From an optimization exercise on the open Yosys and OpenROAD flow, aimed at small area and a short achievable clock period; shortcuts taken in it are not production practice. At most, simulation tests tie the RTL to the original design; equivalence was not proved.

==> inputs of yarrow <==
// MAC
module MAC(A,B,out,clk,reset);
  input [15:0] A,B;
  input clk,reset;
  output [35:0] out;
  reg [35:0] x;
  reg [35:0] y;
  wire [35:0] acc = out;
  wire [35:0] nx, ny;
  reg cr;    
  wire ncr;
  wire na0, nb0;
  INV uia0 (A[0], na0);
  INV uib0 (B[0], nb0);
  wire na1, nb1;
  INV uia1 (A[1], na1);
  INV uib1 (B[1], nb1);
  wire na2, nb2;
  INV uia2 (A[2], na2);
  INV uib2 (B[2], nb2);
  wire na3, nb3;
  INV uia3 (A[3], na3);
  INV uib3 (B[3], nb3);
  wire na4, nb4;
  INV uia4 (A[4], na4);
  INV uib4 (B[4], nb4);
  wire na5, nb5;
  INV uia5 (A[5], na5);
  INV uib5 (B[5], nb5);
  wire na6, nb6;
  INV uia6 (A[6], na6);
  INV uib6 (B[6], nb6);
  wire na7, nb7;
  INV uia7 (A[7], na7);
  INV uib7 (B[7], nb7);
  wire na8, nb8;
  INV uia8 (A[8], na8);
  INV uib8 (B[8], nb8);
  wire na9, nb9;
  INV uia9 (A[9], na9);
  INV uib9 (B[9], nb9);
  wire na10, nb10;
  INV uia10 (A[10], na10);
  INV uib10 (B[10], nb10);
  wire na11, nb11;
  INV uia11 (A[11], na11);
  INV uib11 (B[11], nb11);
  wire na12, nb12;
  INV uia12 (A[12], na12);
  INV uib12 (B[12], nb12);
  wire na13, nb13;
  INV uia13 (A[13], na13);
  INV uib13 (B[13], nb13);
  wire na14, nb14;
  INV uia14 (A[14], na14);
  INV uib14 (B[14], nb14);
  wire na15, nb15;
  INV uia15 (A[15], na15);
  INV uib15 (B[15], nb15);
  wire pp_0_0 = ~(na0 | nb0);
  wire pp_0_1 = ~(na0 | nb1);
  ...
export LEC_CHECK = 0
export CAP_MARGIN = 20
export CORE_MARGIN = 2
export CORE_UTILIZATION = 60
export PLACE_DENSITY = 0.8
export SLEW_MARGIN = 20
export SYNTH_HIERARCHICAL = 1
create_clock -name core_clock -period 18.0 [get_ports {clk}]
standard.sh (not shown) runs the stock make flow with config.mk's settings and CLKGATE_MAP_FILE= SYNTH_SCRIPT=/design/flow/synth_recipe.tcl, a recipe that flattens the netlist after the stock synthesis.
==> flow/flow/run.sh <==
#!/bin/bash
# The standard layout (standard.sh: standard synthesis and ORFS flow, SDC unchanged),
# with a hook after repair_design that sizes the port buffers and the operand inverters
# (hooks.tcl); knobs.sh holds the cell choices. make's output goes to make_flow.log, each
# ORFS step's log to orfs/logs/.
set -euo pipefail
HERE=$(cd "$(dirname "$0")" && pwd)
source "$HERE/knobs.sh"
export PORT_BUF_IN PORT_BUF_OUT OPND_INV DOWNSIZE HOOK_MARGIN
EXTRA=()
if [[ -n "${CTS_ARGS_K:-}" ]]; then EXTRA+=("CTS_ARGS=$CTS_ARGS_K"); fi
bash standard.sh BUFFER_PORTS_ARGS="-buffer_cell $PORT_BUF_IN" POST_RESIZE_TCL="$HERE/hooks.tcl" SETUP_SLACK_MARGIN=$MARGIN ${EXTRA[@]+"${EXTRA[@]}"} finish > make_flow.log 2>&1
==> flow/flow/hooks.tcl <==
# Sourced by ORFS after repair_design in the resize step (POST_RESIZE_TCL).
# Port buffers: inputs get $::env(PORT_BUF_IN), outputs $::env(PORT_BUF_OUT).
# Inverters fed by an input buffer (the operand inverters of the NOR partial
# products, each driving 16 gates) get $::env(OPND_INV).
set block [ord::get_db_block]
set n_in 0; set n_out 0; set n_inv 0
foreach bterm [$block getBTerms] {
  set net [$bterm getNet]
  if {$net eq "NULL"} continue
  set name [$bterm getName]
  if {$name eq "clk"} continue
  if {[$bterm getIoType] eq "INPUT"} {
    foreach it [$net getITerms] {
      set inst [$it getInst]
      set m [[$inst getMaster] getName]
      if {![string match "sky130_fd_sc_hd__*buf*" $m]} continue
      if {$m ne $::env(PORT_BUF_IN)} { replace_cell [get_cells [$inst getName]] [get_lib_cells $::env(PORT_BUF_IN)] }
      incr n_in
      foreach ot [$inst getITerms] {
        if {![$ot isOutputSignal]} continue
        set onet [$ot getNet]
        if {$onet eq "NULL"} continue
        foreach lt [$onet getITerms] {
          set li [$lt getInst]
          set lm [[$li getMaster] getName]
          if {[string match "sky130_fd_sc_hd__inv_*" $lm] && [$lt isInputSignal] && $::env(OPND_INV) ne ""} {
            replace_cell [get_cells [$li getName]] [get_lib_cells $::env(OPND_INV)]
            incr n_inv
          }
        }
      }
    }
  } else {
    foreach it [$net getITerms] {
      if {![$it isOutputSignal]} continue
      set inst [$it getInst]
      set m [[$inst getMaster] getName]
      if {![string match "sky130_fd_sc_hd__*buf*" $m]} continue
      if {$m ne $::env(PORT_BUF_OUT)} { replace_cell [get_cells [$inst getName]] [get_lib_cells $::env(PORT_BUF_OUT)] }
      incr n_out
    }
  }
}
puts "hooks: $n_in input buffers, $n_out output buffers, $n_inv operand inverters resized"

# Optional: every other cell to its drive-1 size (synthesis picks larger ones for speed),
# then repair_timing aiming at $::env(HOOK_MARGIN) ns of setup slack, so that only the
# cells on the paths that set the achieved period are sized up.
if {[info exists ::env(DOWNSIZE)] && $::env(DOWNSIZE)} {
  set n_down 0
  foreach inst [$block getInsts] {
    set m [[$inst getMaster] getName]
    if {[string match "*dfrtp*" $m] || [string match "*dfstp*" $m]} continue
    if {![regexp {^(sky130_fd_sc_hd__[a-z0-9]+)_([0-9]+)$} $m -> base sz]} continue
    if {$sz <= 1} continue
    set iname [$inst getName]
    if {[string match "input*" $iname] || [string match "output*" $iname]} continue
    if {[string match "sky130_fd_sc_hd__inv*" $m] && $::env(OPND_INV) eq $m} continue
    set lc [get_lib_cells -quiet ${base}_1]
    if {$lc eq ""} continue
    replace_cell [get_cells $iname] $lc
    incr n_down
  }
  puts "hooks: $n_down cells downsized"
}
if {[info exists ::env(HOOK_MARGIN)] && $::env(HOOK_MARGIN) > 0} {
  estimate_parasitics -placement
  puts "hooks: worst slack before [sta::worst_slack_cmd max]"
  repair_timing -setup -setup_margin $::env(HOOK_MARGIN) -match_cell_footprint -verbose
  puts "hooks: worst slack after [sta::worst_slack_cmd max]"
}
==> flow/flow/knobs.sh <==
PORT_BUF_IN=sky130_fd_sc_hd__buf_1
PORT_BUF_OUT=sky130_fd_sc_hd__buf_2
OPND_INV=sky130_fd_sc_hd__inv_4
MARGIN=0
DOWNSIZE=1
HOOK_MARGIN=0
CTS_ARGS_K="-sink_clustering_enable -repair_clock_nets -dont_use_dummy_load -buf_list sky130_fd_sc_hd__clkbuf_8"
==> nickel (differences from yarrow) <==
==> flow/flow/knobs.sh (replaced) <==
PORT_BUF_IN=sky130_fd_sc_hd__buf_1
PORT_BUF_OUT=sky130_fd_sc_hd__buf_2
OPND_INV=sky130_fd_sc_hd__inv_4
MARGIN=0
DOWNSIZE=0
HOOK_MARGIN=0
CTS_ARGS_K="-sink_clustering_enable -repair_clock_nets -dont_use_dummy_load -buf_list {sky130_fd_sc_hd__clkbuf_4 sky130_fd_sc_hd__clkbuf_8} -sink_clustering_size 10"
CORE_UTILIZATION = 40   (was 60)
PLACE_DENSITY = not set   (was 0.8)
==> ember (differences from yarrow) <==
--- a/flow/flow/run.sh
+++ b/flow/flow/run.sh
@@ -8,3 +8,3 @@
 source "$HERE/knobs.sh"
-export PORT_BUF_IN PORT_BUF_OUT OPND_INV DOWNSIZE HOOK_MARGIN
+export PORT_BUF_IN PORT_BUF_OUT OPND_INV DOWNSIZE HOOK_MARGIN SWAP_CELLS
 EXTRA=()
--- a/flow/flow/hooks.tcl
+++ b/flow/flow/hooks.tcl
@@ -71 +71,17 @@
 }
+
+# Optional: given cell masters swapped wholesale (e.g. every fa_1 to fa_2), from SWAP_CELLS
+# as "from1 to1 from2 to2 ...".
+if {[info exists ::env(SWAP_CELLS)] && $::env(SWAP_CELLS) ne ""} {
+  set n_sw 0
+  foreach {from to} $::env(SWAP_CELLS) {
+    set lc [get_lib_cells $to]
+    foreach inst [$block getInsts] {
+      if {[[$inst getMaster] getName] eq $from} {
+        replace_cell [get_cells [$inst getName]] $lc
+        incr n_sw
+      }
+    }
+  }
+  puts "hooks: $n_sw cells swapped"
+}
--- a/flow/flow/knobs.sh
+++ b/flow/flow/knobs.sh
@@ -4,4 +4,5 @@
 MARGIN=0
-DOWNSIZE=1
+DOWNSIZE=0
 HOOK_MARGIN=0
 CTS_ARGS_K="-sink_clustering_enable -repair_clock_nets -dont_use_dummy_load -buf_list sky130_fd_sc_hd__clkbuf_8"
+SWAP_CELLS="sky130_fd_sc_hd__fa_1 sky130_fd_sc_hd__fa_2"
==> results_dict.tcl <==
set metrics [dict create \
    grt_usage 0.202 \
    cp_num_cells 8 \
    regToRegEndpoint "y[19]$_DFF_PP0_" \
    drive_above_1_share 0.174 \
    status "no timing/DRC/antenna violations" \
    cpMaxStageDelayCell "o21ai_1" \
    end_kind "output port" \
    use_met1 0.271 \
    signal_buffers 75 \
    worstPathArrival_ns 3.13 \
]
The numbers above come from nickel.

==> results_dict.tcl <==
set metrics [dict create \
    status "no timing/DRC/antenna violations" \
    worstPathArrival_ns 6.84 \
    cpMaxStageDelayCell "fa_1" \
    drive_above_1_share 0.0927 \
    signal_buffers 71 \
    use_met1 0.376 \
    regToRegEndpoint "y[18]$_DFF_PP0_" \
    grt_usage 0.276 \
    cp_num_cells 9 \
    end_kind "register" \
]
The numbers above come from yarrow.

==> results_dict.tcl <==
set metrics [dict create \
    status "no timing/DRC/antenna violations" \
    regToRegEndpoint "y[18]$_DFF_PP0_" \
    top_register "x" \
    drive_above_1_share 0.435 \
    grt_usage 0.288 \
    cp_num_cells 8 \
    end_kind "output port" \
    signal_buffers 70 \
    cpMaxStageDelayCell "xnor2_1" \
    worstPathArrival_ns 3.19 \
    use_met1 0.371 \
]
The numbers above come from ember.


==> job 6509 <==
Starting RTL as in the previous note.
export LEC_CHECK = 0
export CAP_MARGIN = 20
export CORE_MARGIN = 2
export CORE_UTILIZATION = 60
export PLACE_DENSITY = 0.8
export SLEW_MARGIN = 20
export SYNTH_HIERARCHICAL = 1
create_clock -name core_clock -period 18.0 [get_ports {clk}]
==> flow/flow/run.sh <==
#!/bin/bash
# The standard layout (standard.sh: standard synthesis and ORFS flow, SDC unchanged),
# with a hook after repair_design that sizes the port buffers and the operand inverters
# (hooks.tcl); knobs.sh holds the cell choices. make's output goes to make_flow.log, each
# ORFS step's log to orfs/logs/.
set -euo pipefail
HERE=$(cd "$(dirname "$0")" && pwd)
source "$HERE/knobs.sh"
export PORT_BUF_IN PORT_BUF_OUT OPND_INV DOWNSIZE HOOK_MARGIN
EXTRA=()
if [[ -n "${CTS_ARGS_K:-}" ]]; then EXTRA+=("CTS_ARGS=$CTS_ARGS_K"); fi
bash standard.sh BUFFER_PORTS_ARGS="-buffer_cell $PORT_BUF_IN" POST_RESIZE_TCL="$HERE/hooks.tcl" SETUP_SLACK_MARGIN=$MARGIN ${EXTRA[@]+"${EXTRA[@]}"} finish > make_flow.log 2>&1
==> flow/flow/knobs.sh <==
PORT_BUF_IN=sky130_fd_sc_hd__buf_1
PORT_BUF_OUT=sky130_fd_sc_hd__buf_1
OPND_INV=sky130_fd_sc_hd__inv_2
MARGIN=0
DOWNSIZE=1
HOOK_MARGIN=0
CTS_ARGS_K="-sink_clustering_enable -repair_clock_nets -dont_use_dummy_load -buf_list sky130_fd_sc_hd__clkbuf_8"
Other scripts of this flow, unchanged in this note and not shown: flow/flow/hooks.tcl
==> job 9665: changes against job 6509 <==
==> flow/flow/knobs.sh (replaced) <==
PORT_BUF_IN=sky130_fd_sc_hd__buf_1
PORT_BUF_OUT=sky130_fd_sc_hd__buf_2
OPND_INV=sky130_fd_sc_hd__inv_4
MARGIN=0
DOWNSIZE=1
HOOK_MARGIN=0
CTS_ARGS_K="-sink_clustering_enable -repair_clock_nets -dont_use_dummy_load -buf_list sky130_fd_sc_hd__clkbuf_8"
- CORE_UTILIZATION: 60 -> 50
- PLACE_DENSITY: 0.8 -> 0.7
==> comparison <==
In flip-flop and latch count, job 9665 and job 6509 do not differ.
In job 6509 the critical path depth is higher than in job 9665, by 1.
Of job 6509 and job 9665, job 6509 has the higher register-to-register slack (gap 0.06 ns).
Job 9665 ran to the end with no violations. Job 6509 completed with no timing, DRC or antenna violations.

==> 03-08: inputs <==
Another version of the RTL of MAC (not shown whole).
==> flow/config.mk <==
export PLATFORM = sky130hd
export DESIGN_NAME = MAC
export DESIGN_NICKNAME = MAC
export VERILOG_FILES = /design/flow/design.v
export SDC_FILE = /design/flow/constraint.sdc
export NUM_CORES = 4
export LEC_CHECK = 0
export CAP_MARGIN = 20
export CORE_MARGIN = 2
export CORE_UTILIZATION = 40
export SLEW_MARGIN = 20
export SYNTH_HIERARCHICAL = 1
==> flow/constraint.sdc <==
create_clock -name core_clock -period 18.0 [get_ports {clk}]
set_input_delay 3.6000 -clock core_clock [delete_from_list [all_inputs] [get_ports {clk}]]
set_output_delay 3.6000 -clock core_clock [all_outputs]
set_load 0.01 [all_outputs]
==> flow/flow/run.sh <==
#!/bin/bash
# The standard layout (standard.sh: standard synthesis and ORFS flow, SDC unchanged),
# with a hook after repair_design that sizes the port buffers and the operand inverters
# (hooks.tcl); knobs.sh holds the cell choices. make's output goes to make_flow.log, each
# ORFS step's log to orfs/logs/.
set -euo pipefail
HERE=$(cd "$(dirname "$0")" && pwd)
source "$HERE/knobs.sh"
export PORT_BUF_IN PORT_BUF_OUT OPND_INV DOWNSIZE HOOK_MARGIN
bash standard.sh BUFFER_PORTS_ARGS="-buffer_cell $PORT_BUF_IN" POST_RESIZE_TCL="$HERE/hooks.tcl" SETUP_SLACK_MARGIN=$MARGIN finish > make_flow.log 2>&1
==> flow/flow/knobs.sh <==
PORT_BUF_IN=sky130_fd_sc_hd__buf_1
PORT_BUF_OUT=sky130_fd_sc_hd__buf_2
OPND_INV=sky130_fd_sc_hd__inv_4
MARGIN=0
DOWNSIZE=0
HOOK_MARGIN=0
Other scripts of this flow, unchanged in this note and not shown: flow/flow/hooks.tcl
==> inputs of 07-03, as changes to 03-08 <==
--- a/flow/design.v
+++ b/flow/design.v
@@ -1361,9 +1361,4 @@
   assign co = (a & b) | (a & c) | (b & c);
 endmodule
-module INV(a, y);
-  input a;
-  output y;
-  assign y = ~a;
-endmodule
 module AOI21(a1, a2, b1, y);
   input a1, a2, b1;
@@ -1396,4 +1391,9 @@
   assign y = ~(a ^ b);
 endmodule
+module INV(a, y);
+  input a;
+  output y;
+  assign y = ~a;
+endmodule
 module HA(a, b, s, co);
   input a, b;
--- a/flow/flow/run.sh
+++ b/flow/flow/run.sh
@@ -8,3 +8,5 @@
 source "$HERE/knobs.sh"
 export PORT_BUF_IN PORT_BUF_OUT OPND_INV DOWNSIZE HOOK_MARGIN
-bash standard.sh BUFFER_PORTS_ARGS="-buffer_cell $PORT_BUF_IN" POST_RESIZE_TCL="$HERE/hooks.tcl" SETUP_SLACK_MARGIN=$MARGIN finish > make_flow.log 2>&1
+EXTRA=()
+if [[ -n "${CTS_ARGS_K:-}" ]]; then EXTRA+=("CTS_ARGS=$CTS_ARGS_K"); fi
+bash standard.sh BUFFER_PORTS_ARGS="-buffer_cell $PORT_BUF_IN" POST_RESIZE_TCL="$HERE/hooks.tcl" SETUP_SLACK_MARGIN=$MARGIN ${EXTRA[@]+"${EXTRA[@]}"} finish > make_flow.log 2>&1
--- a/flow/flow/knobs.sh
+++ b/flow/flow/knobs.sh
@@ -5,2 +5,3 @@
 DOWNSIZE=0
 HOOK_MARGIN=0
+CTS_ARGS_K="-sink_clustering_enable -repair_clock_nets -dont_use_dummy_load -buf_list sky130_fd_sc_hd__clkbuf_8"
--- a/flow/config.mk
+++ b/flow/config.mk
@@ -8,5 +8,6 @@
 export CAP_MARGIN = 20
 export CORE_MARGIN = 2
-export CORE_UTILIZATION = 40
+export CORE_UTILIZATION = 60
+export PLACE_DENSITY = 0.8
 export SLEW_MARGIN = 20
 export SYNTH_HIERARCHICAL = 1
==> results.txt <==
status=no timing/DRC/antenna violations; Final Skew=12.2 ps; fin cells=1225; clkbuf count=10; Vias/cell=5.02; share of post-route cells with drive strength above 1=17.4%; core footprint=0.0244 mm²; area delta synth->final=1.24%; Non-Clock Buffer Area Fraction=3.24%; Reg2Reg Setup Slack=12270 ps; Starting Density=40.8%; critical path arrival=3460 ps
(the above is from 03-08)
==> results.txt <==
clkbuf count=9; fin cells=1113; share of post-route cells with drive strength above 1=16.7%; core footprint=0.0164 mm²; area delta synth->final=-1.98%; status=no timing/DRC/antenna violations; Vias/cell=5.77; Reg2Reg Setup Slack=12240 ps; Final Skew=19.6 ps; Starting Density=60.7%; Non-Clock Buffer Area Fraction=3.27%
(the above is from 07-03)
No run of this note included a check of the RTL's function; only the layout flow was run.

-- afterwards: timing with drivers on the ports --
In the flow no input, the clock included, has a driving cell. The finished layouts below were timed again as built, in two steps.
Step 1 (the two cells are an assumption about what drives the block):
set clk [get_ports {clk}]
set_driving_cell -lib_cell sky130_fd_sc_hd__clkbuf_16 $clk
set_driving_cell -lib_cell sky130_fd_sc_hd__buf_2 [delete_from_list [all_inputs] $clk]
Step 2 also shifts input and output timing later by t, the mid clock arrival at the registers, as if the neighbouring blocks saw the same clock.
Slacks: ideal / step 1 / step 2; pairs: ideal / step 1.
run	t, ns	slack for setup (ns)	hold WS [ns]	cell pins on the clock port's net
yarrow	0.386	11.371 / 11.345 / 11.003	0.458 / 0.458 / 0.458	1
nickel	0.409	11.273 / 11.228 / 10.907	0.459 / 0.459 / 0.459	1
ember	0.386	11.207 / 11.169 / 10.996	0.459 / 0.459 / 0.459	1
job 6509	0.392	11.252 / 11.268 / 10.877	0.460 / 0.460 / 0.460	1
job 9665	0.393	11.324 / 11.286 / 11.000	0.457 / 0.457 / 0.457	1
03-08	0.384	10.938 / 10.897 / 10.976	0.470 / 0.470 / 0.470	1
07-03	0.400	10.949 / 10.909 / 11.019	0.454 / 0.454 / 0.454	1
After both steps every run listed still meets setup and hold. For job 6509, which loses most, drivers alone change the setup slack by +0.016 ns; drivers and shift together by -0.375 ns.
